This is an optimization exercise on Yosys and OpenROAD, whose aim is small area and a short achievable clock period, not a production implementation.
No functional check of the RTL was part of any run shown here.

==> flow/design.v (outline; a module is shown in full before it is edited, if it fits) <==
// module addmuladd_3_stage_signed_18_bit_xor_reduction: 1343 lines
module addmuladd_3_stage_signed_18_bit_xor_reduction(
	input signed [17:0] a,
	input signed [17:0] b,
	input signed [17:0] c,
	input signed [17:0] d,
	output [17:0] out,
	input clk);
  // ...
==> flow/flow/run.sh <==
#!/bin/bash
# The standard layout (standard.sh), with these changes:
#  - after the standard synthesis, inverters around full-adder cells are removed by
#    flipping the polarity of full adders (invopt2.py); registers are not touched;
#  - ports are buffered with buf_1 cells (the resizer upsizes them where timing needs it);
#  - timing repair aims at a larger setup margin than the design's clock needs, so
#    the layout is optimised for the period it achieves.
set -euo pipefail
MARGIN=6.9
R=$PWD/orfs/results/sky130hd/addmuladd_3_stage_signed_18_bit_xor_reduction/base
bash standard.sh $R/1_2_yosys.v > synth.log 2>&1
cp $R/1_2_yosys.v $R/1_2_yosys_std.v
python3 flow/invopt2.py $R/1_2_yosys_std.v $R/1_2_yosys.v > invopt.log 2>&1
bash standard.sh SETUP_SLACK_MARGIN=$MARGIN "BUFFER_PORTS_ARGS=-buffer_cell sky130_fd_sc_hd__buf_1" finish > layout.log 2>&1
==> flow/flow/invopt2.py <==
#!/usr/bin/env python3
"""Global inverter minimisation around full adders in a flat Yosys netlist.

A full adder is self-dual: FA(~a, ~b, ~c) = (~sum, ~cout), so each sky130 fa cell may be
"flipped" (fed the complements of its inputs, giving the complements of its outputs)
without changing the function of the netlist. xor/xnor gates absorb an inverted input
by swapping xor <-> xnor, and an xor/xnor driver can give either polarity the same way.
This script removes every inverter, chooses the flips by local search to need as few
inverters as possible, and puts back one inverter per net that some load needs inverted.
Flip-flops and ports are not changed.
usage: invopt2.py IN.v OUT.v
"""
import re, sys, random

src = open(sys.argv[1]).read()
m_first = re.search(r'^\s*sky130_fd_sc_hd__\w+\s', src, re.M)
m_end = src.rfind('endmodule')
head = src[:m_first.start()]
cell_txt = src[m_first.start():m_end]
assert 'assign' not in cell_txt, 'assign statements are not handled'

cell_re = re.compile(r'(sky130_fd_sc_hd__\w+)\s+(\\\S+\s|\S+)\s*\((.*?)\);', re.S)
pin_re = re.compile(r'\.(\w+)\(\s*(\\\S+\s|[^()\s]+)\s*\)')
OUTPINS = {'X', 'Y', 'Q', 'Q_N', 'SUM', 'COUT', 'HI', 'LO'}

cells = {}
order = []
for m in cell_re.finditer(cell_txt):
    typ, name, body = m.group(1), m.group(2).strip(), m.group(3)
    cells[name] = [typ, {p: n.strip() for p, n in pin_re.findall(body)}]
    order.append(name)

ports_out = set()
for m in re.finditer(r'^\s*output\s+(\[(\d+):(\d+)\]\s*)?(\S+);', head, re.M):
    if m.group(1):
        hi, lo = int(m.group(2)), int(m.group(3))
        for i in range(min(hi, lo), max(hi, lo) + 1): ports_out.add(f"{m.group(4)}[{i}]")
    else:
        ports_out.add(m.group(4))

def kind(t):
    b = re.sub(r'^sky130_fd_sc_hd__', '', t)
    if re.match(r'(clk)?inv(lp)?_\d+$', b): return 'inv'
    if re.match(r'fa_\d+$', b): return 'fa'
    if re.match(r'x(n)?or[23]_\d+$', b): return 'xor'
    return 'other'

TOGGLE = {}
for k in ('2', '3'):
    for sz in ('1', '2', '4'):
        TOGGLE[f'sky130_fd_sc_hd__xor{k}_{sz}'] = f'sky130_fd_sc_hd__xnor{k}_{sz}'
        TOGGLE[f'sky130_fd_sc_hd__xnor{k}_{sz}'] = f'sky130_fd_sc_hd__xor{k}_{sz}'
def outpin(t): return 'Y' if re.match(r'sky130_fd_sc_hd__xnor2_', t) else 'X'

# inverters that drive ports stay as ordinary cells
invs = {n for n, (t, p) in cells.items() if kind(t) == 'inv' and p['Y'] not in ports_out}
for n, (t, p) in cells.items():
    if kind(t) == 'xor': assert t in TOGGLE, t
driver = {}
for n, (t, p) in cells.items():
    for pin, net in p.items():
        if pin in OUTPINS: driver[net] = (n, pin)

def resolve(net):
    par = 0
    while net in driver and driver[net][0] in invs:
        net = cells[driver[net][0]][1]['A']; par ^= 1
    return net, par

# sinks per root: (cell, pin, parity); ports as (None, net, parity)
sinks = {}
for n, (t, p) in cells.items():
    if n in invs: continue
    for pin, net in p.items():
        if pin in OUTPINS: continue
        r, q = resolve(net)
        sinks.setdefault(r, []).append((n, pin, q))
for net in ports_out:
    r, q = resolve(net)
    if r != net or net not in driver:
        sinks.setdefault(r, []).append((None, net, q))

fas = [n for n in order if kind(cells[n][0]) == 'fa']
pinned = set()
for f in fas:
    for pin in ('SUM', 'COUT'):
        if cells[f][1][pin] in ports_out: pinned.add(f)
phi = {f: 0 for f in fas}

def root_drv(r):
    d = driver.get(r)
    return d[0] if d else None

def root_cost(r):
    d = root_drv(r)
    pd = phi.get(d, 0) if d else 0
    s0 = s1 = False
    for (c, pin, q) in sinks.get(r, []):
        if c is not None and kind(cells[c][0]) == 'xor': continue
        need = q ^ (phi.get(c, 0) if c else 0) ^ pd
        if need: s1 = True
        else: s0 = True
    if d and kind(cells[d][0]) == 'xor' and r not in ports_out:
        return 1 if (s0 and s1) else 0
    return 1 if s1 else 0

roots = set(sinks)
fa_roots = {}
for f in fas:
    rs = set()
    t, p = cells[f]
    for pin, net in p.items():
        rs.add(resolve(net)[0] if pin not in OUTPINS else net)
    fa_roots[f] = [r for r in rs if r in roots]

def total():
    return sum(root_cost(r) for r in roots)

def delta(f):
    rs = fa_roots[f]
    b = sum(root_cost(r) for r in rs)
    phi[f] ^= 1
    a = sum(root_cost(r) for r in rs)
    phi[f] ^= 1
    return a - b

def descend():
    improved = True
    while improved:
        improved = False
        for f in fas:
            if f in pinned: continue
            if delta(f) < 0:
                phi[f] ^= 1; improved = True

before = len(invs)
descend()
best = dict(phi); best_cost = total()
rng = random.Random(1)
for it in range(60):
    phi.update(best)
    for f in rng.sample(fas, max(1, len(fas) // 10)):
        if f not in pinned: phi[f] ^= 1
    descend()
    c = total()
    if c < best_cost:
        best, best_cost = dict(phi), c
phi.update(best)

# rebuild
for n in invs: del cells[n]
new_wires = []
cnt = [0]
for r in sorted(roots):
    d = root_drv(r)
    pd = phi.get(d, 0) if d else 0
    need = []
    for (c, pin, q) in sinks[r]:
        nd = q ^ (phi.get(c, 0) if c else 0) ^ pd
        need.append((c, pin, nd))
    nonx = [x for x in need if x[0] is None or kind(cells[x[0]][0]) != 'xor']
    if d and kind(cells[d][0]) == 'xor' and r not in ports_out and nonx and all(x[2] for x in nonx):
        # give the inverted polarity at the driver
        t = cells[d][0]; o = outpin(t)
        cells[d][0] = TOGGLE[t]; del cells[d][1][o]; cells[d][1][outpin(cells[d][0])] = r
        need = [(c, pin, nd ^ 1) for (c, pin, nd) in need]
    rn = None
    for (c, pin, nd) in need:
        if c is not None and kind(cells[c][0]) == 'xor':
            cells[c][1][pin] = r
            if nd:
                t = cells[c][0]; o = outpin(t); on = cells[c][1].pop(o)
                cells[c][0] = TOGGLE[t]; cells[c][1][outpin(cells[c][0])] = on
            continue
        if c is None:
            # output port: its net must carry the value
            if nd == 0 and pin == r: continue
            cnt[0] += 1
            if nd:
                cells[f"_invopt_cell_{cnt[0]}_"] = ['sky130_fd_sc_hd__inv_1', {'A': r, 'Y': pin}]
            else:
                cells[f"_invopt_cell_{cnt[0]}_"] = ['sky130_fd_sc_hd__buf_1', {'A': r, 'X': pin}]
            order.append(f"_invopt_cell_{cnt[0]}_")
            continue
        if nd:
            if rn is None:
                cnt[0] += 1
                rn = f"_invopt_n{cnt[0]}_"
                new_wires.append(rn)
                cells[f"_invopt_cell_{cnt[0]}_"] = ['sky130_fd_sc_hd__inv_1', {'A': r, 'Y': rn}]
                order.append(f"_invopt_cell_{cnt[0]}_")
            cells[c][1][pin] = rn
        else:
            cells[c][1][pin] = r
after = sum(1 for t, p in cells.values() if kind(t) == 'inv')
sys.stderr.write(f"invopt2: inverters {before} -> {after} (flipped {sum(phi.values())} of {len(fas)} full adders)\n")

def fmt(n): return n + ' ' if n.startswith('\\') else n
out = [head.rstrip('\n') + '\n']
for w in new_wires: out.append(f"  wire {w};\n")
for name in order:
    if name not in cells: continue
    typ, pins = cells[name]
    pl = ",\n".join(f"    .{p}({fmt(n)})" for p, n in pins.items())
    out.append(f"  {typ} {fmt(name)} (\n{pl}\n  );\n")
out.append("endmodule\n")
open(sys.argv[2], 'w').write(''.join(out))
==> flow/standard.sh <==
#!/bin/bash
# synth_recipe.tcl (not shown) runs the flow's synth.tcl, then flattens the netlist and writes it again
# the make line also repeats each setting of config.mk as NAME=value (left out here)
make -C /OpenROAD-flow-scripts/flow DESIGN_CONFIG=/design/flow/config.mk WORK_HOME=/design/flow/orfs CLKGATE_MAP_FILE= SYNTH_SCRIPT=/design/flow/synth_recipe.tcl "${@:-finish}"
==> flow/config.mk <==
export PLATFORM = sky130hd
export DESIGN_NAME = addmuladd_3_stage_signed_18_bit_xor_reduction
export DESIGN_NICKNAME = addmuladd_3_stage_signed_18_bit_xor_reduction
export VERILOG_FILES = /design/flow/design.v
export SDC_FILE = /design/flow/constraint.sdc
export NUM_CORES = 4
export LEC_CHECK = 0
export ABC_AREA = 1
export CAP_MARGIN = 20
export CORE_MARGIN = 2
export CORE_UTILIZATION = 40
export CTS_BUF_LIST = sky130_fd_sc_hd__clkbuf_4 sky130_fd_sc_hd__clkbuf_8
export SLEW_MARGIN = 20
==> flow/constraint.sdc <==
create_clock -name core_clock -period 10.0 [get_ports {clk}]
set_input_delay 2.0000 -clock core_clock [delete_from_list [all_inputs] [get_ports {clk}]]
set_output_delay 2.0000 -clock core_clock [all_outputs]
set_load 0.01 [all_outputs]
==> notes.md, run 1 <==
- Outcome: complete, no violations
- FF/Latch Area: 0.00321 mm²
- Largest registers: q_r: 84 flops, bn_r: 18 flops, c_r: 18 flops
- Post-DP HPWL: about 25 mm
- Maximum number of pins on one net before global-route repair: 21
- CP Data Arrival Time: between 1 and 1.5 ns
- DRT Pass-1 Iters: 5
- Crit-path max cell delay: between 0.3 and 0.4 ns
- Clock Path Buffers: 2
- First-pass GRT wire length: 52.4 mm
- Total setup buffers inserted after CTS: 4
- Area of the multi-input gates: 0.00909 mm²
- RSZ-0062 raised after global routing: true
- CTS Sinks: 157
- Met3 Use GR: 4.82%
- Multi-input gate share of the layout cell area: 63.2%
- Worst Setup EP: out[0]
- Via density: 5.08
- Crit-path max FO: 1
- Inserted Diodes: 0
- Avg Cell Area, Syn: between 8 and 9 µm²
- Final Hold Fails: 0
- WS Path Type: flop to output port
- # clk buffers: 17
- Wl on met1: 14.2 mm
- I/O Pins: 91
- CTS tree: done
- Critical Path RT: 8.00 ns
==> run 2, diff against run 1 <==
--- a/flow/design.v
+++ b/flow/design.v
@@ -51,19 +51,19 @@
 	reg [17:0] bn_r;
 	reg [9:0] onen_r, twon_r, neg_r;
 	reg [17:0] c_r;
-	wire [2:0] pr0;
-	reg [2:0] pr0_r;
-	assign pr0[0] = (((one[0] & b[16]) | (two[0] & b[15])) ^ neg[0]);
-	assign pr0[1] = (((one[0] & b[17]) | (two[0] & b[16])) ^ neg[0]);
-	assign pr0[2] = ~(((one[0] & b[17]) | (two[0] & b[17])) ^ neg[0]);
-	wire [2:0] pr1;
-	reg [2:0] pr1_r;
-	assign pr1[0] = (((one[1] & b[16]) | (two[1] & b[15])) ^ neg[1]);
-	assign pr1[1] = (((one[1] & b[17]) | (two[1] & b[16])) ^ neg[1]);
-	assign pr1[2] = ~(((one[1] & b[17]) | (two[1] & b[17])) ^ neg[1]);
+	wire [2:0] pr8;
+	reg [2:0] pr8_r;
+	assign pr8[0] = (one[8] & b[0]) ^ neg[8];
+	assign pr8[1] = (((one[8] & b[1]) | (two[8] & b[0])) ^ neg[8]);
+	assign pr8[2] = (((one[8] & b[2]) | (two[8] & b[1])) ^ neg[8]);
+	wire [2:0] pr9;
+	reg [2:0] pr9_r;
+	assign pr9[0] = (one[9] & b[0]) ^ neg[9];
+	assign pr9[1] = (((one[9] & b[1]) | (two[9] & b[0])) ^ neg[9]);
+	assign pr9[2] = (((one[9] & b[2]) | (two[9] & b[1])) ^ neg[9]);
 	always @(posedge clk) begin
-		pr0_r <= pr0;
-		pr1_r <= pr1;
+		pr8_r <= pr8;
+		pr9_r <= pr9;
 		bn_r <= ~b;
 		onen_r <= ~one;
 		twon_r <= ~two;
@@ -86,6 +86,9 @@
 	wire pp0_13;
 	wire pp0_14;
 	wire pp0_15;
+	wire pp0_16;
+	wire pp0_17;
+	wire pp0_18;
 	wire pp1_0;
 	wire pp1_1;
 	wire pp1_2;
@@ -102,6 +105,9 @@
 	wire pp1_13;
 	wire pp1_14;
 	wire pp1_15;
+	wire pp1_16;
+	wire pp1_17;
+	wire pp1_18;
 	wire pp2_0;
 	wire pp2_1;
 	wire pp2_2;
@@ -216,9 +222,6 @@
 	wire pp7_16;
 	wire pp7_17;
 	wire pp7_18;
-	wire pp8_0;
-	wire pp8_1;
-	wire pp8_2;
 	wire pp8_3;
 	wire pp8_4;
 	wire pp8_5;
@@ -235,9 +238,6 @@
 	wire pp8_16;
 	wire pp8_17;
 	wire pp8_18;
-	wire pp9_0;
-	wire pp9_1;
-	wire pp9_2;
 	wire pp9_3;
 	wire pp9_4;
 	wire pp9_5;
@@ -613,7 +613,7 @@
 	wire fc358;
 	wire hs359;
 	wire hc360;
-	reg [83:0] q_r;
+	reg [76:0] q_r;
 	wire q0 = q_r[0];
 	wire q1 = q_r[1];
 	wire q2 = q_r[2];
@@ -691,13 +691,6 @@
 	wire q74 = q_r[74];
 	wire q75 = q_r[75];
 	wire q76 = q_r[76];
-	wire q77 = q_r[77];
-	wire q78 = q_r[78];
-	wire q79 = q_r[79];
-	wire q80 = q_r[80];
-	wire q81 = q_r[81];
-	wire q82 = q_r[82];
-	wire q83 = q_r[83];
 	assign pp0_0 = ((~(onen_r[0] | bn_r[0])) ^ neg_r[0]);
 	assign pp0_1 = ((~((onen_r[0] | bn_r[1]) & (twon_r[0] | bn_r[0]))) ^ neg_r[0]);
 	assign pp0_2 = ((~((onen_r[0] | bn_r[2]) & (twon_r[0] | bn_r[1]))) ^ neg_r[0]);
@@ -714,6 +707,9 @@
 	assign pp0_13 = ((~((onen_r[0] | bn_r[13]) & (twon_r[0] | bn_r[12]))) ^ neg_r[0]);
 	assign pp0_14 = ((~((onen_r[0] | bn_r[14]) & (twon_r[0] | bn_r[13]))) ^ neg_r[0]);
 	assign pp0_15 = ((~((onen_r[0] | bn_r[15]) & (twon_r[0] | bn_r[14]))) ^ neg_r[0]);
+	assign pp0_16 = ((~((onen_r[0] | bn_r[16]) & (twon_r[0] | bn_r[15]))) ^ neg_r[0]);
+	assign pp0_17 = ((~((onen_r[0] | bn_r[17]) & (twon_r[0] | bn_r[16]))) ^ neg_r[0]);
+	assign pp0_18 = ~((~((onen_r[0] | bn_r[17]) & (twon_r[0] | bn_r[17]))) ^ neg_r[0]);
 	assign pp1_0 = ((~(onen_r[1] | bn_r[0])) ^ neg_r[1]);
 	assign pp1_1 = ((~((onen_r[1] | bn_r[1]) & (twon_r[1] | bn_r[0]))) ^ neg_r[1]);
 	assign pp1_2 = ((~((onen_r[1] | bn_r[2]) & (twon_r[1] | bn_r[1]))) ^ neg_r[1]);
@@ -730,6 +726,9 @@
 	assign pp1_13 = ((~((onen_r[1] | bn_r[13]) & (twon_r[1] | bn_r[12]))) ^ neg_r[1]);
 	assign pp1_14 = ((~((onen_r[1] | bn_r[14]) & (twon_r[1] | bn_r[13]))) ^ neg_r[1]);
 	assign pp1_15 = ((~((onen_r[1] | bn_r[15]) & (twon_r[1] | bn_r[14]))) ^ neg_r[1]);
+	assign pp1_16 = ((~((onen_r[1] | bn_r[16]) & (twon_r[1] | bn_r[15]))) ^ neg_r[1]);
+	assign pp1_17 = ((~((onen_r[1] | bn_r[17]) & (twon_r[1] | bn_r[16]))) ^ neg_r[1]);
+	assign pp1_18 = ~((~((onen_r[1] | bn_r[17]) & (twon_r[1] | bn_r[17]))) ^ neg_r[1]);
 	assign pp2_0 = ((~(onen_r[2] | bn_r[0])) ^ neg_r[2]);
 	assign pp2_1 = ((~((onen_r[2] | bn_r[1]) & (twon_r[2] | bn_r[0]))) ^ neg_r[2]);
 	assign pp2_2 = ((~((onen_r[2] | bn_r[2]) & (twon_r[2] | bn_r[1]))) ^ neg_r[2]);
@@ -844,9 +843,6 @@
 	assign pp7_16 = ((~((onen_r[7] | bn_r[16]) & (twon_r[7] | bn_r[15]))) ^ neg_r[7]);
 	assign pp7_17 = ((~((onen_r[7] | bn_r[17]) & (twon_r[7] | bn_r[16]))) ^ neg_r[7]);
 	assign pp7_18 = ~((~((onen_r[7] | bn_r[17]) & (twon_r[7] | bn_r[17]))) ^ neg_r[7]);
-	assign pp8_0 = ((~(onen_r[8] | bn_r[0])) ^ neg_r[8]);
-	assign pp8_1 = ((~((onen_r[8] | bn_r[1]) & (twon_r[8] | bn_r[0]))) ^ neg_r[8]);
-	assign pp8_2 = ((~((onen_r[8] | bn_r[2]) & (twon_r[8] | bn_r[1]))) ^ neg_r[8]);
 	assign pp8_3 = ((~((onen_r[8] | bn_r[3]) & (twon_r[8] | bn_r[2]))) ^ neg_r[8]);
 	assign pp8_4 = ((~((onen_r[8] | bn_r[4]) & (twon_r[8] | bn_r[3]))) ^ neg_r[8]);
 	assign pp8_5 = ((~((onen_r[8] | bn_r[5]) & (twon_r[8] | bn_r[4]))) ^ neg_r[8]);
@@ -863,9 +859,6 @@
 	assign pp8_16 = ((~((onen_r[8] | bn_r[16]) & (twon_r[8] | bn_r[15]))) ^ neg_r[8]);
 	assign pp8_17 = ((~((onen_r[8] | bn_r[17]) & (twon_r[8] | bn_r[16]))) ^ neg_r[8]);
 	assign pp8_18 = ~((~((onen_r[8] | bn_r[17]) & (twon_r[8] | bn_r[17]))) ^ neg_r[8]);
-	assign pp9_0 = ((~(onen_r[9] | bn_r[0])) ^ neg_r[9]);
-	assign pp9_1 = ((~((onen_r[9] | bn_r[1]) & (twon_r[9] | bn_r[0]))) ^ neg_r[9]);
-	assign pp9_2 = ((~((onen_r[9] | bn_r[2]) & (twon_r[9] | bn_r[1]))) ^ neg_r[9]);
 	assign pp9_3 = ((~((onen_r[9] | bn_r[3]) & (twon_r[9] | bn_r[2]))) ^ neg_r[9]);
 	assign pp9_4 = ((~((onen_r[9] | bn_r[4]) & (twon_r[9] | bn_r[3]))) ^ neg_r[9]);
 	assign pp9_5 = ((~((onen_r[9] | bn_r[5]) & (twon_r[9] | bn_r[4]))) ^ neg_r[9]);
@@ -963,8 +956,8 @@
 	assign fc80 = (fs73 & fs75) | (fs73 & fc66) | (fs75 & fc66);
 	assign fs81 = fc68 ^ fs77 ^ fs79;
 	assign fc82 = (fc68 & fs77) | (fc68 & fs79) | (fs77 & fs79);
-	assign hs83 = q22 ^ q23;
-	assign hc84 = q22 & q23;
+	assign hs83 = fc70 ^ hc72;
+	assign hc84 = fc70 & hc72;
 	assign fs85 = c_r[12] ^ neg_r[6] ^ pp0_12;
 	assign fc86 = (c_r[12] & neg_r[6]) | (c_r[12] & pp0_12) | (neg_r[6] & pp0_12);
 	assign fs87 = pp1_10 ^ pp2_8 ^ pp3_6;
@@ -977,8 +970,8 @@
 	assign fc94 = (fs87 & fs89) | (fs87 & fc78) | (fs89 & fc78);
 	assign fs95 = fs91 ^ fc80 ^ fs93;
 	assign fc96 = (fs91 & fc80) | (fs91 & fs93) | (fc80 & fs93);
-	assign hs97 = q25 ^ q26;
-	assign hc98 = q25 & q26;
+	assign hs97 = q24 ^ q25;
+	assign hc98 = q24 & q25;
 	assign fs99 = c_r[13] ^ pp0_13 ^ pp1_11;
 	assign fc100 = (c_r[13] & pp0_13) | (c_r[13] & pp1_11) | (pp0_13 & pp1_11);
 	assign fs101 = pp2_9 ^ pp3_7 ^ pp4_5;
@@ -989,10 +982,10 @@
 	assign fc106 = (fc88 & fc90) | (fc88 & fs99) | (fc90 & fs99);
 	assign fs107 = fs101 ^ fc92 ^ fs103;
 	assign fc108 = (fs101 & fc92) | (fs101 & fs103) | (fc92 & fs103);
-	assign fs109 = q27 ^ q28 ^ q29;
-	assign fc110 = (q27 & q28) | (q27 & q29) | (q28 & q29);
-	assign hs111 = q30 ^ hc98;
-	assign hc112 = q30 & hc98;
+	assign fs109 = fs105 ^ fc94 ^ fs107;
+	assign fc110 = (fs105 & fc94) | (fs105 & fs107) | (fc94 & fs107);
+	assign hs111 = q27 ^ q28;
+	assign hc112 = q27 & q28;
 	assign fs113 = c_r[14] ^ neg_r[7] ^ pp0_14;
 	assign fc114 = (c_r[14] & neg_r[7]) | (c_r[14] & pp0_14) | (neg_r[7] & pp0_14);
 	assign fs115 = pp1_12 ^ pp2_10 ^ pp3_8;
@@ -1005,10 +998,10 @@
 	assign fc122 = (fs113 & fs115) | (fs113 & fs117) | (fs115 & fs117);
 	assign fs123 = fc104 ^ fc106 ^ fs119;
 	assign fc124 = (fc104 & fc106) | (fc104 & fs119) | (fc106 & fs119);
-	assign fs125 = q31 ^ q32 ^ q33;
-	assign fc126 = (q31 & q32) | (q31 & q33) | (q32 & q33);
-	assign hs127 = hc112 ^ fc110;
-	assign hc128 = hc112 & fc110;
+	assign fs125 = fs121 ^ fc108 ^ fs123;
+	assign fc126 = (fs121 & fc108) | (fs121 & fs123) | (fc108 & fs123);
+	assign hs127 = q29 ^ q30;
+	assign hc128 = q29 & q30;
 	assign fs129 = c_r[15] ^ pp0_15 ^ pp1_13;
 	assign fc130 = (c_r[15] & pp0_15) | (c_r[15] & pp1_13) | (pp0_15 & pp1_13);
 	assign fs131 = pp2_11 ^ pp3_9 ^ pp4_7;
@@ -1021,54 +1014,54 @@
 	assign fc138 = (fs129 & fs131) | (fs129 & fs133) | (fs131 & fs133);
 	assign fs139 = fc120 ^ fc122 ^ fs135;
 	assign fc140 = (fc120 & fc122) | (fc120 & fs135) | (fc122 & fs135);
-	assign fs141 = q34 ^ q35 ^ q36;
-	assign fc142 = (q34 & q35) | (q34 & q36) | (q35 & q36);
-	assign hs143 = fc126 ^ fs141;
-	assign hc144 = fc126 & fs141;
-	assign fs145 = c_r[16] ^ pr0_r[0] ^ neg_r[8];
-	assign fc146 = (c_r[16] & pr0_r[0]) | (c_r[16] & neg_r[8]) | (pr0_r[0] & neg_r[8]);
-	assign fs147 = pp1_14 ^ pp2_12 ^ pp3_10;
-	assign fc148 = (pp1_14 & pp2_12) | (pp1_14 & pp3_10) | (pp2_12 & pp3_10);
-	assign fs149 = pp4_8 ^ pp5_6 ^ pp6_4;
-	assign fc150 = (pp4_8 & pp5_6) | (pp4_8 & pp6_4) | (pp5_6 & pp6_4);
-	assign fs151 = pp7_2 ^ pp8_0 ^ fs145;
-	assign fc152 = (pp7_2 & pp8_0) | (pp7_2 & fs145) | (pp8_0 & fs145);
+	assign fs141 = fs137 ^ fc124 ^ fs139;
+	assign fc142 = (fs137 & fc124) | (fs137 & fs139) | (fc124 & fs139);
+	assign hs143 = q31 ^ q32;
+	assign hc144 = q31 & q32;
+	assign fs145 = c_r[16] ^ pr8_r[0] ^ neg_r[8];
+	assign fc146 = (c_r[16] & pr8_r[0]) | (c_r[16] & neg_r[8]) | (pr8_r[0] & neg_r[8]);
+	assign fs147 = pp0_16 ^ pp1_14 ^ pp2_12;
+	assign fc148 = (pp0_16 & pp1_14) | (pp0_16 & pp2_12) | (pp1_14 & pp2_12);
+	assign fs149 = pp3_10 ^ pp4_8 ^ pp5_6;
+	assign fc150 = (pp3_10 & pp4_8) | (pp3_10 & pp5_6) | (pp4_8 & pp5_6);
+	assign fs151 = pp6_4 ^ pp7_2 ^ fs145;
+	assign fc152 = (pp6_4 & pp7_2) | (pp6_4 & fs145) | (pp7_2 & fs145);
 	assign fs153 = fc130 ^ fc132 ^ fc134;
 	assign fc154 = (fc130 & fc132) | (fc130 & fc134) | (fc132 & fc134);
 	assign fs155 = fs147 ^ fs149 ^ fs151;
 	assign fc156 = (fs147 & fs149) | (fs147 & fs151) | (fs149 & fs151);
 	assign fs157 = fc136 ^ fc138 ^ fs153;
 	assign fc158 = (fc136 & fc138) | (fc136 & fs153) | (fc138 & fs153);
-	assign fs159 = q37 ^ q38 ^ q39;
-	assign fc160 = (q37 & q38) | (q37 & q39) | (q38 & q39);
-	assign hs161 = fc142 ^ fs159;
-	assign hc162 = fc142 & fs159;
-	assign fs163 = ~(~c_r[17] ^ pr0_r[1]);
-	assign fc164 = ~c_r[17] | pr0_r[1];
-	assign fs165 = fs163 ^ fc146 ^ pp1_15;
-	assign fc166 = (fs163 & fc146) | (fs163 & pp1_15) | (fc146 & pp1_15);
-	assign fs167 = pp2_13 ^ pp3_11 ^ pp4_9;
-	assign fc168 = (pp2_13 & pp3_11) | (pp2_13 & pp4_9) | (pp3_11 & pp4_9);
-	assign fs169 = pp5_7 ^ pp6_5 ^ pp7_3;
-	assign fc170 = (pp5_7 & pp6_5) | (pp5_7 & pp7_3) | (pp6_5 & pp7_3);
-	assign fs171 = pp8_1 ^ fc148 ^ fc150;
-	assign fc172 = (pp8_1 & fc148) | (pp8_1 & fc150) | (fc148 & fc150);
+	assign fs159 = fs155 ^ fc140 ^ fs157;
+	assign fc160 = (fs155 & fc140) | (fs155 & fs157) | (fc140 & fs157);
+	assign hs161 = q33 ^ q34;
+	assign hc162 = q33 & q34;
+	assign fs163 = ~(~c_r[17] ^ pr8_r[1]);
+	assign fc164 = ~c_r[17] | pr8_r[1];
+	assign fs165 = fs163 ^ fc146 ^ pp0_17;
+	assign fc166 = (fs163 & fc146) | (fs163 & pp0_17) | (fc146 & pp0_17);
+	assign fs167 = pp1_15 ^ pp2_13 ^ pp3_11;
+	assign fc168 = (pp1_15 & pp2_13) | (pp1_15 & pp3_11) | (pp2_13 & pp3_11);
+	assign fs169 = pp4_9 ^ pp5_7 ^ pp6_5;
+	assign fc170 = (pp4_9 & pp5_7) | (pp4_9 & pp6_5) | (pp5_7 & pp6_5);
+	assign fs171 = pp7_3 ^ fc148 ^ fc150;
+	assign fc172 = (pp7_3 & fc148) | (pp7_3 & fc150) | (fc148 & fc150);
 	assign fs173 = fc152 ^ fs165 ^ fs167;
 	assign fc174 = (fc152 & fs165) | (fc152 & fs167) | (fs165 & fs167);
 	assign fs175 = fs169 ^ fc154 ^ fs171;
 	assign fc176 = (fs169 & fc154) | (fs169 & fs171) | (fc154 & fs171);
 	assign fs177 = fc156 ^ fs173 ^ fc158;
 	assign fc178 = (fc156 & fs173) | (fc156 & fc158) | (fs173 & fc158);
-	assign fs179 = q40 ^ q41 ^ fc160;
-	assign fc180 = (q40 & q41) | (q40 & fc160) | (q41 & fc160);
-	assign fs181 = pr0_r[2] ^ pr1_r[0] ^ neg_r[9];
-	assign fc182 = (pr0_r[2] & pr1_r[0]) | (pr0_r[2] & neg_r[9]) | (pr1_r[0] & neg_r[9]);
-	assign fs183 = fc164 ^ pp2_14 ^ pp3_12;
-	assign fc184 = (fc164 & pp2_14) | (fc164 & pp3_12) | (pp2_14 & pp3_12);
-	assign fs185 = pp4_10 ^ pp5_8 ^ pp6_6;
-	assign fc186 = (pp4_10 & pp5_8) | (pp4_10 & pp6_6) | (pp5_8 & pp6_6);
-	assign fs187 = pp7_4 ^ pp8_2 ^ pp9_0;
-	assign fc188 = (pp7_4 & pp8_2) | (pp7_4 & pp9_0) | (pp8_2 & pp9_0);
+	assign fs179 = q35 ^ q36 ^ q37;
+	assign fc180 = (q35 & q36) | (q35 & q37) | (q36 & q37);
+	assign fs181 = pr8_r[2] ^ pr9_r[0] ^ neg_r[9];
+	assign fc182 = (pr8_r[2] & pr9_r[0]) | (pr8_r[2] & neg_r[9]) | (pr9_r[0] & neg_r[9]);
+	assign fs183 = fc164 ^ pp0_18 ^ pp1_16;
+	assign fc184 = (fc164 & pp0_18) | (fc164 & pp1_16) | (pp0_18 & pp1_16);
+	assign fs185 = pp2_14 ^ pp3_12 ^ pp4_10;
+	assign fc186 = (pp2_14 & pp3_12) | (pp2_14 & pp4_10) | (pp3_12 & pp4_10);
+	assign fs187 = pp5_8 ^ pp6_6 ^ pp7_4;
+	assign fc188 = (pp5_8 & pp6_6) | (pp5_8 & pp7_4) | (pp6_6 & pp7_4);
 	assign fs189 = fs181 ^ fc166 ^ fc168;
 	assign fc190 = (fs181 & fc166) | (fs181 & fc168) | (fc166 & fc168);
 	assign fs191 = fc170 ^ fs183 ^ fs185;
@@ -1077,32 +1070,32 @@
 	assign fc194 = (fs187 & fc172) | (fs187 & fc174) | (fc172 & fc174);
 	assign fs195 = fs189 ^ fs191 ^ fc176;
 	assign fc196 = (fs189 & fs191) | (fs189 & fc176) | (fs191 & fc176);
-	assign fs197 = q42 ^ q43 ^ q44;
-	assign fc198 = (q42 & q43) | (q42 & q44) | (q43 & q44);
-	assign fs199 = ~(pr1_r[1] ^ fc182);
-	assign fc200 = pr1_r[1] | fc182;
-	assign fs201 = pp2_15 ^ pp3_13 ^ pp4_11;
-	assign fc202 = (pp2_15 & pp3_13) | (pp2_15 & pp4_11) | (pp3_13 & pp4_11);
-	assign fs203 = pp5_9 ^ pp6_7 ^ pp7_5;
-	assign fc204 = (pp5_9 & pp6_7) | (pp5_9 & pp7_5) | (pp6_7 & pp7_5);
-	assign fs205 = pp8_3 ^ pp9_1 ^ fs199;
-	assign fc206 = (pp8_3 & pp9_1) | (pp8_3 & fs199) | (pp9_1 & fs199);
+	assign fs197 = q38 ^ q39 ^ q40;
+	assign fc198 = (q38 & q39) | (q38 & q40) | (q39 & q40);
+	assign fs199 = ~(pr9_r[1] ^ fc182);
+	assign fc200 = pr9_r[1] | fc182;
+	assign fs201 = pp1_17 ^ pp2_15 ^ pp3_13;
+	assign fc202 = (pp1_17 & pp2_15) | (pp1_17 & pp3_13) | (pp2_15 & pp3_13);
+	assign fs203 = pp4_11 ^ pp5_9 ^ pp6_7;
+	assign fc204 = (pp4_11 & pp5_9) | (pp4_11 & pp6_7) | (pp5_9 & pp6_7);
+	assign fs205 = pp7_5 ^ pp8_3 ^ fs199;
+	assign fc206 = (pp7_5 & pp8_3) | (pp7_5 & fs199) | (pp8_3 & fs199);
 	assign fs207 = fc184 ^ fc186 ^ fc188;
 	assign fc208 = (fc184 & fc186) | (fc184 & fc188) | (fc186 & fc188);
 	assign fs209 = fs201 ^ fs203 ^ fs205;
 	assign fc210 = (fs201 & fs203) | (fs201 & fs205) | (fs203 & fs205);
 	assign fs211 = fc190 ^ fc192 ^ fs207;
 	assign fc212 = (fc190 & fc192) | (fc190 & fs207) | (fc192 & fs207);
-	assign fs213 = q45 ^ q46 ^ q47;
-	assign fc214 = (q45 & q46) | (q45 & q47) | (q46 & q47);
-	assign hs215 = q48 ^ fc198;
-	assign hc216 = q48 & fc198;
-	assign fs217 = pr1_r[2] ^ pp2_16 ^ pp3_14;
-	assign fc218 = (pr1_r[2] & pp2_16) | (pr1_r[2] & pp3_14) | (pp2_16 & pp3_14);
-	assign fs219 = pp4_12 ^ pp5_10 ^ pp6_8;
-	assign fc220 = (pp4_12 & pp5_10) | (pp4_12 & pp6_8) | (pp5_10 & pp6_8);
-	assign fs221 = pp7_6 ^ pp8_4 ^ pp9_2;
-	assign fc222 = (pp7_6 & pp8_4) | (pp7_6 & pp9_2) | (pp8_4 & pp9_2);
+	assign fs213 = fs209 ^ fc194 ^ fs211;
+	assign fc214 = (fs209 & fc194) | (fs209 & fs211) | (fc194 & fs211);
+	assign hs215 = q41 ^ q42;
+	assign hc216 = q41 & q42;
+	assign fs217 = pr9_r[2] ^ pp1_18 ^ pp2_16;
+	assign fc218 = (pr9_r[2] & pp1_18) | (pr9_r[2] & pp2_16) | (pp1_18 & pp2_16);
+	assign fs219 = pp3_14 ^ pp4_12 ^ pp5_10;
+	assign fc220 = (pp3_14 & pp4_12) | (pp3_14 & pp5_10) | (pp4_12 & pp5_10);
+	assign fs221 = pp6_8 ^ pp7_6 ^ pp8_4;
+	assign fc222 = (pp6_8 & pp7_6) | (pp6_8 & pp8_4) | (pp7_6 & pp8_4);
 	assign fs223 = fc200 ^ fc202 ^ fc204;
 	assign fc224 = (fc200 & fc202) | (fc200 & fc204) | (fc202 & fc204);
 	assign fs225 = fs217 ^ fs219 ^ fs221;
@@ -1111,8 +1104,8 @@
 	assign fc228 = (fc206 & fc208) | (fc206 & fs223) | (fc208 & fs223);
 	assign fs229 = fs225 ^ fc210 ^ fc212;
 	assign fc230 = (fs225 & fc210) | (fs225 & fc212) | (fc210 & fc212);
-	assign fs231 = q49 ^ q50 ^ fc214;
-	assign fc232 = (q49 & q50) | (q49 & fc214) | (q50 & fc214);
+	assign fs231 = q43 ^ q44 ^ q45;
+	assign fc232 = (q43 & q44) | (q43 & q45) | (q44 & q45);
 	assign fs233 = ~(pp2_17 ^ pp3_15);
 	assign fc234 = pp2_17 | pp3_15;
 	assign fs235 = pp4_13 ^ pp5_11 ^ pp6_9;
@@ -1125,10 +1118,10 @@
 	assign fc242 = (fc222 & fs235) | (fc222 & fs237) | (fs235 & fs237);
 	assign fs243 = fc224 ^ fc226 ^ fs239;
 	assign fc244 = (fc224 & fc226) | (fc224 & fs239) | (fc226 & fs239);
-	assign fs245 = q51 ^ q52 ^ q53;
-	assign fc246 = (q51 & q52) | (q51 & q53) | (q52 & q53);
-	assign hs247 = q54 ^ fs245;
-	assign hc248 = q54 & fs245;
+	assign fs245 = fs241 ^ fc228 ^ fs243;
+	assign fc246 = (fs241 & fc228) | (fs241 & fs243) | (fc228 & fs243);
+	assign hs247 = q46 ^ q47;
+	assign hc248 = q46 & q47;
 	assign fs249 = pp2_18 ^ pp3_16 ^ pp4_14;
 	assign fc250 = (pp2_18 & pp3_16) | (pp2_18 & pp4_14) | (pp3_16 & pp4_14);
 	assign fs251 = pp5_12 ^ pp6_10 ^ pp7_8;
@@ -1141,8 +1134,8 @@
 	assign fc258 = (fs251 & fs253) | (fs251 & fc240) | (fs253 & fc240);
 	assign fs259 = fc242 ^ fs255 ^ fc244;
 	assign fc260 = (fc242 & fs255) | (fc242 & fc244) | (fs255 & fc244);
-	assign fs261 = q55 ^ q56 ^ fc246;
-	assign fc262 = (q55 & q56) | (q55 & fc246) | (q56 & fc246);
+	assign fs261 = q48 ^ q49 ^ q50;
+	assign fc262 = (q48 & q49) | (q48 & q50) | (q49 & q50);
 	assign fs263 = ~(pp3_17 ^ pp4_15);
 	assign fc264 = pp3_17 | pp4_15;
 	assign fs265 = pp5_13 ^ pp6_11 ^ pp7_9;
@@ -1153,10 +1146,10 @@
 	assign fc270 = (fc250 & fc252) | (fc250 & fs265) | (fc252 & fs265);
 	assign fs271 = fc254 ^ fs267 ^ fc256;
 	assign fc272 = (fc254 & fs267) | (fc254 & fc256) | (fs267 & fc256);
-	assign fs273 = q57 ^ q58 ^ q59;
-	assign fc274 = (q57 & q58) | (q57 & q59) | (q58 & q59);
-	assign hs275 = q60 ^ fs273;
-	assign hc276 = q60 & fs273;
+	assign fs273 = fs269 ^ fc258 ^ fs271;
+	assign fc274 = (fs269 & fc258) | (fs269 & fs271) | (fc258 & fs271);
+	assign hs275 = q51 ^ q52;
+	assign hc276 = q51 & q52;
 	assign fs277 = pp3_18 ^ pp4_16 ^ pp5_14;
 	assign fc278 = (pp3_18 & pp4_16) | (pp3_18 & pp5_14) | (pp4_16 & pp5_14);
 	assign fs279 = pp6_12 ^ pp7_10 ^ pp8_8;
@@ -1167,8 +1160,8 @@
 	assign fc284 = (fs277 & fs279) | (fs277 & fc268) | (fs279 & fc268);
 	assign fs285 = fc270 ^ fs281 ^ fs283;
 	assign fc286 = (fc270 & fs281) | (fc270 & fs283) | (fs281 & fs283);
-	assign fs287 = q61 ^ q62 ^ fc274;
-	assign fc288 = (q61 & q62) | (q61 & fc274) | (q62 & fc274);
+	assign fs287 = q53 ^ q54 ^ q55;
+	assign fc288 = (q53 & q54) | (q53 & q55) | (q54 & q55);
 	assign fs289 = ~(pp4_17 ^ pp5_15);
 	assign fc290 = pp4_17 | pp5_15;
 	assign fs291 = pp6_13 ^ pp7_11 ^ pp8_9;
@@ -1179,8 +1172,8 @@
 	assign fc296 = (fc280 & fs291) | (fc280 & fc282) | (fs291 & fc282);
 	assign fs297 = fs293 ^ fc284 ^ fs295;
 	assign fc298 = (fs293 & fc284) | (fs293 & fs295) | (fc284 & fs295);
-	assign hs299 = q63 ^ q64;
-	assign hc300 = q63 & q64;
+	assign hs299 = q56 ^ q57;
+	assign hc300 = q56 & q57;
 	assign fs301 = pp4_18 ^ pp5_16 ^ pp6_14;
 	assign fc302 = (pp4_18 & pp5_16) | (pp4_18 & pp6_14) | (pp5_16 & pp6_14);
 	assign fs303 = pp7_12 ^ pp8_10 ^ pp9_8;
@@ -1189,8 +1182,8 @@
 	assign fc306 = (fc290 & fc292) | (fc290 & fs301) | (fc292 & fs301);
 	assign fs307 = fs303 ^ fc294 ^ fs305;
 	assign fc308 = (fs303 & fc294) | (fs303 & fs305) | (fc294 & fs305);
-	assign fs309 = q65 ^ q66 ^ q67;
-	assign fc310 = (q65 & q66) | (q65 & q67) | (q66 & q67);
+	assign fs309 = q58 ^ q59 ^ q60;
+	assign fc310 = (q58 & q59) | (q58 & q60) | (q59 & q60);
 	assign fs311 = ~(pp5_17 ^ pp6_15);
 	assign fc312 = pp5_17 | pp6_15;
 	assign fs313 = pp7_13 ^ pp8_11 ^ pp9_9;
@@ -1242,102 +1235,129 @@
 	assign hs359 = pp9_17 ^ fc358;
 	assign hc360 = pp9_17 & fc358;
 	always @(posedge clk) begin
-		q_r <= {hs359, fs357, hc356, hs355, fc352, fs351, hc348, hs347, fc342, fs341, hc336, hs335, fc328, fs327, hc320, hs319, fc298, fs307, fc296, fs297, fc286, fs285, fc272, fc260, fs271, fc258, fs269, fs259, fs257, fc230, fs243, fc228, fs241, fs229, fs227, fc196, fs211, fc194, fs209, fs195, fc178, fs193, fs177, fs175, fs157, fc140, fs155, fs139, fc124, fs137, fs123, fc108, fs121, fc96, fs107, fc94, fs105, fs95, fc82, fs81, hc72, fc70, hs71, hc60, hs59, hc50, hs49, fs47, hs39, fs37, hs31, fs29, hs23, fs21, hs17, fs15, hs11, fs9, hs7, fs5, hs3, pp0_1, hs1, pp0_0};
+		q_r <= {hs359, fs357, hc356, hs355, fc352, fs351, hc348, hs347, fc342, fs341, hc336, hs335, fc328, fs327, hc320, hs319, fc298, fs307, fc296, fs297, fc286, fc274, fs285, fc272, fs273, fc260, fs259, fc246, fs257, fs245, fc230, fs229, fc214, fs227, fs213, fc196, fs195, fc178, fs193, fs177, fc160, fs175, fs159, fc142, fs141, fc126, fs125, fc110, fs109, fc96, hc84, fs95, fc82, hs83, fs81, hs71, hc60, hs59, hc50, hs49, fs47, hs39, fs37, hs31, fs29, hs23, fs21, hs17, fs15, hs11, fs9, hs7, fs5, hs3, pp0_1, hs1, pp0_0};
 	end
-	wire [35:0] x = {1'b1, q81, q79, q77, q75, q73, q71, q69, fc310, hc300, fc288, hc276, fc262, hc248, fc232, hc216, fs213, fc180, hc162, hc144, hc128, fs125, fs109, hc84, q24, q20, q18, q16, q14, q12, q10, q8, q6, q4, q2, q0};
-	wire [35:0] y = {q83, q82, q80, q78, q76, q74, q72, q70, q68, fs309, hs299, fs287, hs275, fs261, hs247, fs231, hs215, fs197, fs179, hs161, hs143, hs127, hs111, hs97, hs83, q21, q19, q17, q15, q13, q11, q9, q7, q5, q3, q1};
+	wire [35:0] x = {1'b1, q74, q72, q70, q68, q66, q64, q62, fc310, hc300, fc288, hc276, fc262, hc248, fc232, hc216, fc198, fc180, hc162, hc144, hc128, hc112, hc98, q26, q22, q20, q18, q16, q14, q12, q10, q8, q6, q4, q2, q0};
+	wire [35:0] y = {q76, q75, q73, q71, q69, q67, q65, q63, q61, fs309, hs299, fs287, hs275, fs261, hs247, fs231, hs215, fs197, fs179, hs161, hs143, hs127, hs111, hs97, q23, q21, q19, q17, q15, q13, q11, q9, q7, q5, q3, q1};
 	wire [35:0] qg = x & y, qp = x ^ y;
 	wire qG0_0 = qg[0], qP0_0 = qp[0];
 	wire qG0_1 = qg[1] | (qp[1] & qG0_0), qP0_1 = qp[1] & qP0_0;
 	wire qG0_2 = qg[2] | (qp[2] & qG0_1), qP0_2 = qp[2] & qP0_1;
-	wire qG0_3 = qg[3] | (qp[3] & qG0_2), qP0_3 = qp[3] & qP0_2;
-	wire qh0_0 = qG0_0 ^ qG0_1 ^ qG0_2 ^ qG0_3;
-	wire qhd_0 = qP0_0 ^ qP0_1 ^ qP0_2 ^ qP0_3;
-	wire qG1_0 = qg[4], qP1_0 = qp[4];
-	wire qG1_1 = qg[5] | (qp[5] & qG1_0), qP1_1 = qp[5] & qP1_0;
-	wire qG1_2 = qg[6] | (qp[6] & qG1_1), qP1_2 = qp[6] & qP1_1;
-	wire qG1_3 = qg[7] | (qp[7] & qG1_2), qP1_3 = qp[7] & qP1_2;
-	wire qh0_1 = qG1_0 ^ qG1_1 ^ qG1_2 ^ qG1_3;
-	wire qhd_1 = qP1_0 ^ qP1_1 ^ qP1_2 ^ qP1_3;
-	wire qG2_0 = qg[8], qP2_0 = qp[8];
-	wire qG2_1 = qg[9] | (qp[9] & qG2_0), qP2_1 = qp[9] & qP2_0;
-	wire qG2_2 = qg[10] | (qp[10] & qG2_1), qP2_2 = qp[10] & qP2_1;
-	wire qG2_3 = qg[11] | (qp[11] & qG2_2), qP2_3 = qp[11] & qP2_2;
-	wire qh0_2 = qG2_0 ^ qG2_1 ^ qG2_2 ^ qG2_3;
-	wire qhd_2 = qP2_0 ^ qP2_1 ^ qP2_2 ^ qP2_3;
-	wire qG3_0 = qg[12], qP3_0 = qp[12];
-	wire qG3_1 = qg[13] | (qp[13] & qG3_0), qP3_1 = qp[13] & qP3_0;
-	wire qG3_2 = qg[14] | (qp[14] & qG3_1), qP3_2 = qp[14] & qP3_1;
-	wire qG3_3 = qg[15] | (qp[15] & qG3_2), qP3_3 = qp[15] & qP3_2;
-	wire qh0_3 = qG3_0 ^ qG3_1 ^ qG3_2 ^ qG3_3;
-	wire qhd_3 = qP3_0 ^ qP3_1 ^ qP3_2 ^ qP3_3;
-	wire qG4_0 = qg[16], qP4_0 = qp[16];
-	wire qG4_1 = qg[17] | (qp[17] & qG4_0), qP4_1 = qp[17] & qP4_0;
-	wire qG4_2 = qg[18] | (qp[18] & qG4_1), qP4_2 = qp[18] & qP4_1;
-	wire qG4_3 = qg[19] | (qp[19] & qG4_2), qP4_3 = qp[19] & qP4_2;
-	wire qh0_4 = qG4_0 ^ qG4_1 ^ qG4_2 ^ qG4_3;
-	wire qhd_4 = qP4_0 ^ qP4_1 ^ qP4_2 ^ qP4_3;
-	wire qG5_0 = qg[20], qP5_0 = qp[20];
-	wire qG5_1 = qg[21] | (qp[21] & qG5_0), qP5_1 = qp[21] & qP5_0;
-	wire qG5_2 = qg[22] | (qp[22] & qG5_1), qP5_2 = qp[22] & qP5_1;
-	wire qG5_3 = qg[23] | (qp[23] & qG5_2), qP5_3 = qp[23] & qP5_2;
-	wire qh0_5 = qG5_0 ^ qG5_1 ^ qG5_2 ^ qG5_3;
-	wire qhd_5 = qP5_0 ^ qP5_1 ^ qP5_2 ^ qP5_3;
-	wire qG6_0 = qg[24], qP6_0 = qp[24];
-	wire qG6_1 = qg[25] | (qp[25] & qG6_0), qP6_1 = qp[25] & qP6_0;
-	wire qG6_2 = qg[26] | (qp[26] & qG6_1), qP6_2 = qp[26] & qP6_1;
-	wire qG6_3 = qg[27] | (qp[27] & qG6_2), qP6_3 = qp[27] & qP6_2;
-	wire qh0_6 = qG6_0 ^ qG6_1 ^ qG6_2 ^ qG6_3;
-	wire qhd_6 = qP6_0 ^ qP6_1 ^ qP6_2 ^ qP6_3;
-	wire qG7_0 = qg[28], qP7_0 = qp[28];
-	wire qG7_1 = qg[29] | (qp[29] & qG7_0), qP7_1 = qp[29] & qP7_0;
-	wire qG7_2 = qg[30] | (qp[30] & qG7_1), qP7_2 = qp[30] & qP7_1;
-	wire qG7_3 = qg[31] | (qp[31] & qG7_2), qP7_3 = qp[31] & qP7_2;
-	wire qh0_7 = qG7_0 ^ qG7_1 ^ qG7_2 ^ qG7_3;
-	wire qhd_7 = qP7_0 ^ qP7_1 ^ qP7_2 ^ qP7_3;
-	wire qG8_0 = qg[32], qP8_0 = qp[32];
-	wire qG8_1 = qg[33] | (qp[33] & qG8_0), qP8_1 = qp[33] & qP8_0;
-	wire qG8_2 = qg[34] | (qp[34] & qG8_1), qP8_2 = qp[34] & qP8_1;
+	wire qh0_0 = qG0_0 ^ qG0_1 ^ qG0_2;
+	wire qhd_0 = qP0_0 ^ qP0_1 ^ qP0_2;
+	wire qG1_0 = qg[3], qP1_0 = qp[3];
+	wire qG1_1 = qg[4] | (qp[4] & qG1_0), qP1_1 = qp[4] & qP1_0;
+	wire qG1_2 = qg[5] | (qp[5] & qG1_1), qP1_2 = qp[5] & qP1_1;
+	wire qh0_1 = qG1_0 ^ qG1_1 ^ qG1_2;
+	wire qhd_1 = qP1_0 ^ qP1_1 ^ qP1_2;
+	wire qG2_0 = qg[6], qP2_0 = qp[6];
+	wire qG2_1 = qg[7] | (qp[7] & qG2_0), qP2_1 = qp[7] & qP2_0;
+	wire qG2_2 = qg[8] | (qp[8] & qG2_1), qP2_2 = qp[8] & qP2_1;
+	wire qh0_2 = qG2_0 ^ qG2_1 ^ qG2_2;
+	wire qhd_2 = qP2_0 ^ qP2_1 ^ qP2_2;
+	wire qG3_0 = qg[9], qP3_0 = qp[9];
+	wire qG3_1 = qg[10] | (qp[10] & qG3_0), qP3_1 = qp[10] & qP3_0;
+	wire qG3_2 = qg[11] | (qp[11] & qG3_1), qP3_2 = qp[11] & qP3_1;
+	wire qh0_3 = qG3_0 ^ qG3_1 ^ qG3_2;
+	wire qhd_3 = qP3_0 ^ qP3_1 ^ qP3_2;
+	wire qG4_0 = qg[12], qP4_0 = qp[12];
+	wire qG4_1 = qg[13] | (qp[13] & qG4_0), qP4_1 = qp[13] & qP4_0;
+	wire qG4_2 = qg[14] | (qp[14] & qG4_1), qP4_2 = qp[14] & qP4_1;
+	wire qh0_4 = qG4_0 ^ qG4_1 ^ qG4_2;
+	wire qhd_4 = qP4_0 ^ qP4_1 ^ qP4_2;
+	wire qG5_0 = qg[15], qP5_0 = qp[15];
+	wire qG5_1 = qg[16] | (qp[16] & qG5_0), qP5_1 = qp[16] & qP5_0;
+	wire qG5_2 = qg[17] | (qp[17] & qG5_1), qP5_2 = qp[17] & qP5_1;
+	wire qh0_5 = qG5_0 ^ qG5_1 ^ qG5_2;
+	wire qhd_5 = qP5_0 ^ qP5_1 ^ qP5_2;
+	wire qG6_0 = qg[18], qP6_0 = qp[18];
+	wire qG6_1 = qg[19] | (qp[19] & qG6_0), qP6_1 = qp[19] & qP6_0;
+	wire qG6_2 = qg[20] | (qp[20] & qG6_1), qP6_2 = qp[20] & qP6_1;
+	wire qh0_6 = qG6_0 ^ qG6_1 ^ qG6_2;
+	wire qhd_6 = qP6_0 ^ qP6_1 ^ qP6_2;
+	wire qG7_0 = qg[21], qP7_0 = qp[21];
+	wire qG7_1 = qg[22] | (qp[22] & qG7_0), qP7_1 = qp[22] & qP7_0;
+	wire qG7_2 = qg[23] | (qp[23] & qG7_1), qP7_2 = qp[23] & qP7_1;
+	wire qh0_7 = qG7_0 ^ qG7_1 ^ qG7_2;
+	wire qhd_7 = qP7_0 ^ qP7_1 ^ qP7_2;
+	wire qG8_0 = qg[24], qP8_0 = qp[24];
+	wire qG8_1 = qg[25] | (qp[25] & qG8_0), qP8_1 = qp[25] & qP8_0;
+	wire qG8_2 = qg[26] | (qp[26] & qG8_1), qP8_2 = qp[26] & qP8_1;
 	wire qh0_8 = qG8_0 ^ qG8_1 ^ qG8_2;
 	wire qhd_8 = qP8_0 ^ qP8_1 ^ qP8_2;
-	wire qk1 = qG1_3 | (qP1_3 & qG0_3);
-	wire qk2 = qG2_3 | (qP2_3 & qG1_3);
-	wire qkp2 = qP2_3 & qP1_3;
-	wire qk3 = qG3_3 | (qP3_3 & qG2_3);
-	wire qkp3 = qP3_3 & qP2_3;
-	wire qk4 = qG4_3 | (qP4_3 & qG3_3);
-	wire qkp4 = qP4_3 & qP3_3;
-	wire qk5 = qG5_3 | (qP5_3 & qG4_3);
-	wire qkp5 = qP5_3 & qP4_3;
-	wire qk6 = qG6_3 | (qP6_3 & qG5_3);
-	wire qkp6 = qP6_3 & qP5_3;
-	wire qk7 = qG7_3 | (qP7_3 & qG6_3);
-	wire qkp7 = qP7_3 & qP6_3;
-	wire qk8 = qG8_2 | (qP8_2 & qG7_3);
-	wire qkp8 = qP8_2 & qP7_3;
-	wire qk9 = qk2 | (qkp2 & qG0_3);
-	wire qk10 = qk3 | (qkp3 & qk1);
-	wire qk11 = qk4 | (qkp4 & qk2);
-	wire qkp11 = qkp4 & qkp2;
-	wire qk12 = qk5 | (qkp5 & qk3);
-	wire qkp12 = qkp5 & qkp3;
-	wire qk13 = qk6 | (qkp6 & qk4);
-	wire qkp13 = qkp6 & qkp4;
-	wire qk14 = qk7 | (qkp7 & qk5);
-	wire qkp14 = qkp7 & qkp5;
-	wire qk15 = qk8 | (qkp8 & qk6);
-	wire qkp15 = qkp8 & qkp6;
-	wire qk16 = qk11 | (qkp11 & qG0_3);
-	wire qk17 = qk12 | (qkp12 & qk1);
-	wire qk18 = qk13 | (qkp13 & qk9);
-	wire qk19 = qk14 | (qkp14 & qk10);
-	wire qk20 = qk15 | (qkp15 & qk11);
-	wire qkp20 = qkp15 & qkp11;
-	wire qk21 = qk20 | (qkp20 & qG0_3);
+	wire qG9_0 = qg[27], qP9_0 = qp[27];
+	wire qG9_1 = qg[28] | (qp[28] & qG9_0), qP9_1 = qp[28] & qP9_0;
+	wire qG9_2 = qg[29] | (qp[29] & qG9_1), qP9_2 = qp[29] & qP9_1;
+	wire qh0_9 = qG9_0 ^ qG9_1 ^ qG9_2;
+	wire qhd_9 = qP9_0 ^ qP9_1 ^ qP9_2;
+	wire qG10_0 = qg[30], qP10_0 = qp[30];
+	wire qG10_1 = qg[31] | (qp[31] & qG10_0), qP10_1 = qp[31] & qP10_0;
+	wire qG10_2 = qg[32] | (qp[32] & qG10_1), qP10_2 = qp[32] & qP10_1;
+	wire qh0_10 = qG10_0 ^ qG10_1 ^ qG10_2;
+	wire qhd_10 = qP10_0 ^ qP10_1 ^ qP10_2;
+	wire qG11_0 = qg[33], qP11_0 = qp[33];
+	wire qG11_1 = qg[34] | (qp[34] & qG11_0), qP11_1 = qp[34] & qP11_0;
+	wire qh0_11 = qG11_0 ^ qG11_1;
+	wire qhd_11 = qP11_0 ^ qP11_1;
+	wire qk1 = qG1_2 | (qP1_2 & qG0_2);
+	wire qk2 = qG2_2 | (qP2_2 & qG1_2);
+	wire qkp2 = qP2_2 & qP1_2;
+	wire qk3 = qG3_2 | (qP3_2 & qG2_2);
+	wire qkp3 = qP3_2 & qP2_2;
+	wire qk4 = qG4_2 | (qP4_2 & qG3_2);
+	wire qkp4 = qP4_2 & qP3_2;
+	wire qk5 = qG5_2 | (qP5_2 & qG4_2);
+	wire qkp5 = qP5_2 & qP4_2;
+	wire qk6 = qG6_2 | (qP6_2 & qG5_2);
+	wire qkp6 = qP6_2 & qP5_2;
+	wire qk7 = qG7_2 | (qP7_2 & qG6_2);
+	wire qkp7 = qP7_2 & qP6_2;
+	wire qk8 = qG8_2 | (qP8_2 & qG7_2);
+	wire qkp8 = qP8_2 & qP7_2;
+	wire qk9 = qG9_2 | (qP9_2 & qG8_2);
+	wire qkp9 = qP9_2 & qP8_2;
+	wire qk10 = qG10_2 | (qP10_2 & qG9_2);
+	wire qkp10 = qP10_2 & qP9_2;
+	wire qk11 = qG11_1 | (qP11_1 & qG10_2);
+	wire qkp11 = qP11_1 & qP10_2;
+	wire qk12 = qk2 | (qkp2 & qG0_2);
+	wire qk13 = qk3 | (qkp3 & qk1);
+	wire qk14 = qk4 | (qkp4 & qk2);
+	wire qkp14 = qkp4 & qkp2;
+	wire qk15 = qk5 | (qkp5 & qk3);
+	wire qkp15 = qkp5 & qkp3;
+	wire qk16 = qk6 | (qkp6 & qk4);
+	wire qkp16 = qkp6 & qkp4;
+	wire qk17 = qk7 | (qkp7 & qk5);
+	wire qkp17 = qkp7 & qkp5;
+	wire qk18 = qk8 | (qkp8 & qk6);
+	wire qkp18 = qkp8 & qkp6;
+	wire qk19 = qk9 | (qkp9 & qk7);
+	wire qkp19 = qkp9 & qkp7;
+	wire qk20 = qk10 | (qkp10 & qk8);
+	wire qkp20 = qkp10 & qkp8;
+	wire qk21 = qk11 | (qkp11 & qk9);
+	wire qkp21 = qkp11 & qkp9;
+	wire qk22 = qk14 | (qkp14 & qG0_2);
+	wire qk23 = qk15 | (qkp15 & qk1);
+	wire qk24 = qk16 | (qkp16 & qk12);
+	wire qk25 = qk17 | (qkp17 & qk13);
+	wire qk26 = qk18 | (qkp18 & qk14);
+	wire qkp26 = qkp18 & qkp14;
+	wire qk27 = qk19 | (qkp19 & qk15);
+	wire qkp27 = qkp19 & qkp15;
+	wire qk28 = qk20 | (qkp20 & qk16);
+	wire qkp28 = qkp20 & qkp16;
+	wire qk29 = qk21 | (qkp21 & qk17);
+	wire qkp29 = qkp21 & qkp17;
+	wire qk30 = qk26 | (qkp26 & qG0_2);
+	wire qk31 = qk27 | (qkp27 & qk1);
+	wire qk32 = qk28 | (qkp28 & qk12);
+	wire qk33 = qk29 | (qkp29 & qk13);
 	reg [1:0] par_r;
 	always @(posedge clk) begin
-		par_r[0] <= (qG0_3 & qhd_1) ^ (qk9 & qhd_3) ^ (qk16 & qhd_5) ^ (qk18 & qhd_7) ^ qp[0] ^ qp[1] ^ qp[2] ^ qp[3] ^ qp[4] ^ qp[5] ^ qp[6] ^ qp[7] ^ qp[8] ^ qp[9] ^ qp[10] ^ qp[11] ^ qp[12] ^ qp[13] ^ qp[14] ^ qp[15] ^ qp[16] ^ qp[17] ^ qp[18] ^ qp[19] ^ qp[20] ^ qp[21] ^ qp[22];
-		par_r[1] <= (qk1 & qhd_2) ^ (qk10 & qhd_4) ^ (qk17 & qhd_6) ^ (qk19 & qhd_8) ^ qp[23] ^ qp[24] ^ qp[25] ^ qp[26] ^ qp[27] ^ qp[28] ^ qp[29] ^ qp[30] ^ qp[31] ^ qp[32] ^ qp[33] ^ qp[34] ^ qp[35] ^ qh0_0 ^ qh0_1 ^ qh0_2 ^ qh0_3 ^ qh0_4 ^ qh0_5 ^ qh0_6 ^ qh0_7 ^ qh0_8;
+		par_r[0] <= (qG0_2 & qhd_1) ^ (qk12 & qhd_3) ^ (qk22 & qhd_5) ^ (qk24 & qhd_7) ^ (qk30 & qhd_9) ^ (qk32 & qhd_11) ^ qp[0] ^ qp[1] ^ qp[2] ^ qp[3] ^ qp[4] ^ qp[5] ^ qp[6] ^ qp[7] ^ qp[8] ^ qp[9] ^ qp[10] ^ qp[11] ^ qp[12] ^ qp[13] ^ qp[14] ^ qp[15] ^ qp[16] ^ qp[17] ^ qp[18] ^ qp[19] ^ qp[20] ^ qp[21] ^ qp[22] ^ qp[23];
+		par_r[1] <= (qk1 & qhd_2) ^ (qk13 & qhd_4) ^ (qk23 & qhd_6) ^ (qk25 & qhd_8) ^ (qk31 & qhd_10) ^ qp[24] ^ qp[25] ^ qp[26] ^ qp[27] ^ qp[28] ^ qp[29] ^ qp[30] ^ qp[31] ^ qp[32] ^ qp[33] ^ qp[34] ^ qp[35] ^ qh0_0 ^ qh0_1 ^ qh0_2 ^ qh0_3 ^ qh0_4 ^ qh0_5 ^ qh0_6 ^ qh0_7 ^ qh0_8 ^ qh0_9 ^ qh0_10 ^ qh0_11;
 	end
 	assign out = {17'd0, ^par_r};
 endmodule
==> notes.md, run 2 <==
- Outcome: complete, no violations (unchanged)
- Final Hold Fails: 0 (unchanged)
- Root buffer cell: clkbuf_8 (unchanged)
- Max-Cap Viols: 0 (unchanged)
- Detailed-route DRC error count: 0 (unchanged)
- Die width: 183 µm (was 185 µm)
- GP Congestion: 0.897 (was 0.889)
- Mapped Area: 0.0128 mm² (was 0.0131 mm²)
- Detail Route Antenna Nets: 0 (unchanged)
- Crit end category: flop (was output port)
- Layout cells sized above 1: 9.77% (was 11.5%)
- Avg Cell Area, Syn: 9.08 µm² (was 8.97 µm²)
- Most common cell after layout, fill and taps aside: nand2_1 (unchanged)
- CTS clk-pin slew, worst paths: 0.10 ns (about the same)
- Area grow syn2layout: 10.3% (was 9.61%)
- Synth warnings: 1 (unchanged)
- Vias: 9525 (was 9906)
- Vias in the first global route: 9692 (was 9828)
- Total Routing Usage GR: 19.8% (was 20.0%)
- Die area: 0.0335 mm² (was 0.0343 mm²)
- Inserted Diodes: 0 (unchanged)
- Critical Path RT: 10.35 ns (was 8.00 ns)
- Via density: 5.13 (was 5.08)
- Routed wire length: 32.3 mm (was 32.8 mm)
- Mean routed wirelength per cell: 17.4 µm (was 16.8 µm)
- Design area: 0.0141 mm² (was 0.0144 mm²)
- FF/Latch Area: 0.00313 mm² (was 0.00321 mm²)
- Port buffer count: 73 (unchanged)
- Min-Delay Path Class: flop to flop (unchanged)
- CTS Sinks: 150 (was 157)
- Skew-Pair Late Insertion Delay: 0.47 ns (was 0.49 ns)
- CP Data Arrival Time: 3.46 ns (was 1.10 ns)
- RSZ-0062 raised after global routing: true (unchanged)
- Crit-path max FO: 3 (was 1)
- Starting Density: 40.6% (was 40.4%)
- Final clock skew: 0.0223 ns (was 0.0184 ns)
- DP Area: 0.0132 mm² (was 0.0137 mm²)
- CTS Buf Count: 17 (unchanged)
- Hold Buf Count CTS: 0 (unchanged)
- Clock Path Buffers: 2 (unchanged)
- Crit path time final: 3.11 ns (was 3.10 ns)
- First-pass GRT wire length: 51.6 mm (was 52.4 mm)
- Post-DP HPWL: 23.8 mm (was 25.0 mm)
- Initial antenna violation count: 0 (unchanged)
- Die height: 183 µm (was 185 µm)
- H-tree levels: 4 (unchanged)
- Worst-margin pin slew: 0.660 ns (was 0.625 ns)
- Max-slew headroom: 55.9% (was 58.3%)
- Row count: 65 (was 66)
- Number of fill cells: 3015 (was 3144)
- WS Path Type: input port to flop (was flop to output port)
- CTS tree: done (unchanged)
- GRT overflow: 0 (unchanged)
- Area of the multi-input gates: 0.00893 mm² (was 0.00909 mm²)
- Max FFs per register: 77 (was 84)
- Final Core Density: 44.8% (was 44.3%)
- Worst hold slack: 0.474 ns (was 0.482 ns)
- Largest registers: q_r: 77 flops, bn_r: 18 flops, c_r: 18 flops (was q_r: 84 flops, bn_r: 18 flops, c_r: 18 flops)
- Most frequent cells in the layout: nand2_1 (186), o22ai_1 (153), xor2_1 (151) (was nand2_1 (186), inv_1 (158), o22ai_1 (156))
- Initial drt markers: 774 (was 787)
- Mapped Cells: 1412 (was 1463)
- Max Fclk: 322 MHz (was 323 MHz)
- Core area: 0.0316 mm² (was 0.0325 mm²)
- Biggest register: q_r (unchanged)
- Final Setup Violations: 0 (unchanged)
- I/O Pins: 91 (unchanged)
- Fin nets: 1747 (was 1802)
- Critical Path Start Type: input port (was flop)
- Period utilization: 31.1% (was 31.0%)
- Sum Neg Setup Slack: 0 ns (unchanged)
- DRT Pass-1 Iters: 6 (was 5)
- Slew Limit Fails: 0 (unchanged)
- Maximum number of pins on one net before global-route repair: 21 (unchanged)
-- run 2: path summary, 6_finish.rpt --
kind	cells after the start	from	endpoint	slack, ns
worst min register to register	1	c_r[0]$_DFF_P_	q_r[1]$_DFF_P_	0.47
worst max register to register	6	neg_r[8]$_DFF_P_	q_r[42]$_DFF_P_	6.96
worst max-delay path	12	d[17]	pr8_r[1]$_DFF_P_	6.89
worst min-delay path	1	c_r[0]$_DFF_P_	q_r[1]$_DFF_P_	0.47
-- run 2: repair_timing --
action / 4_1_cts / 5_1_grt
gates resized for setup: 63 / 38
setup buffers: 17 / 4
setup endpoints to repair: 48 / 26
hold endpoints to repair: 0 / 0
pin swaps: 5 / 4
-- run 2: cell type report --
type                       instances  share of cell area [%]
multi-input combinational       1022                    63.2
sequential                       150                    22.1
inverter                         151                    4.20
tap                              402                    3.56
timing repair buffer              98                    3.47
clock inverter                    15                    1.81
clock buffer                      17                    1.65
-- run 2: per-layer routing --
layer	GRT usage [%]	vias up	wire length, µm
met2	32.1	394	14800
met5	0	-	0
li1	-	4608	-
met3	3.61	48	2230
met1	26.4	4475	14400
met4	7.58	0	842
-- run 2: worst max-delay path, cell delays in order --
cell and delay, ns:
buf_6 0.09, ha_4 0.26, inv_4 0.04, nand2_2 0.05, inv_2 0.04, nor2_4 0.11, mux2_4 0.32, inv_4 0.07
nor2_4 0.03, a31oi_4 0.19, o22ai_2 0.12, xor2_1 0.15
-- run 2: through the flow --
step / setup WS, ns / std cells
2_1_floorplan: 6.53 / 1428
3_5_place_dp: 6.30 / 1802
5_1_grt: 6.84 / 1855
4_1_cts: 6.87 / 1851
6_report: 6.89 / 1855
3_3_place_gp: 6.34 / 1802

[re-timing with driven ports]
No port has a modelled driver above. Below, the same layouts with a new extraction and two added sets of constraints.
Step 1, drivers: a clkbuf_16 drives clk and a buf_2 each remaining input, both assumed.
Step 2 moves the port delays by t, midway between the first and last clock arrival at a register: inputs arrive t later, outputs are due t later. That takes back most of the time a late clock gives input paths.
Three values: no drivers, after step 1, after step 2; two values: the first two.
run | t (ns) | slack for setup (ns) | latest minus earliest clock arrival (ns) | worst data-port slew with drivers (ns) | cell pins on the clock port's net
run 1 | 0.522 | 6.899 / 6.858 / 6.609 | 0.020 / 0.020 | 0.04 | 1
run 2 | 0.499 | 6.890 / 6.894 / 6.401 | 0.022 / 0.022 | 0.04 | 1
After both steps every run listed still meets setup and hold. The setup slack of run 2, which loses most, moves by +0.004 ns with the drivers and by -0.489 ns with both steps.
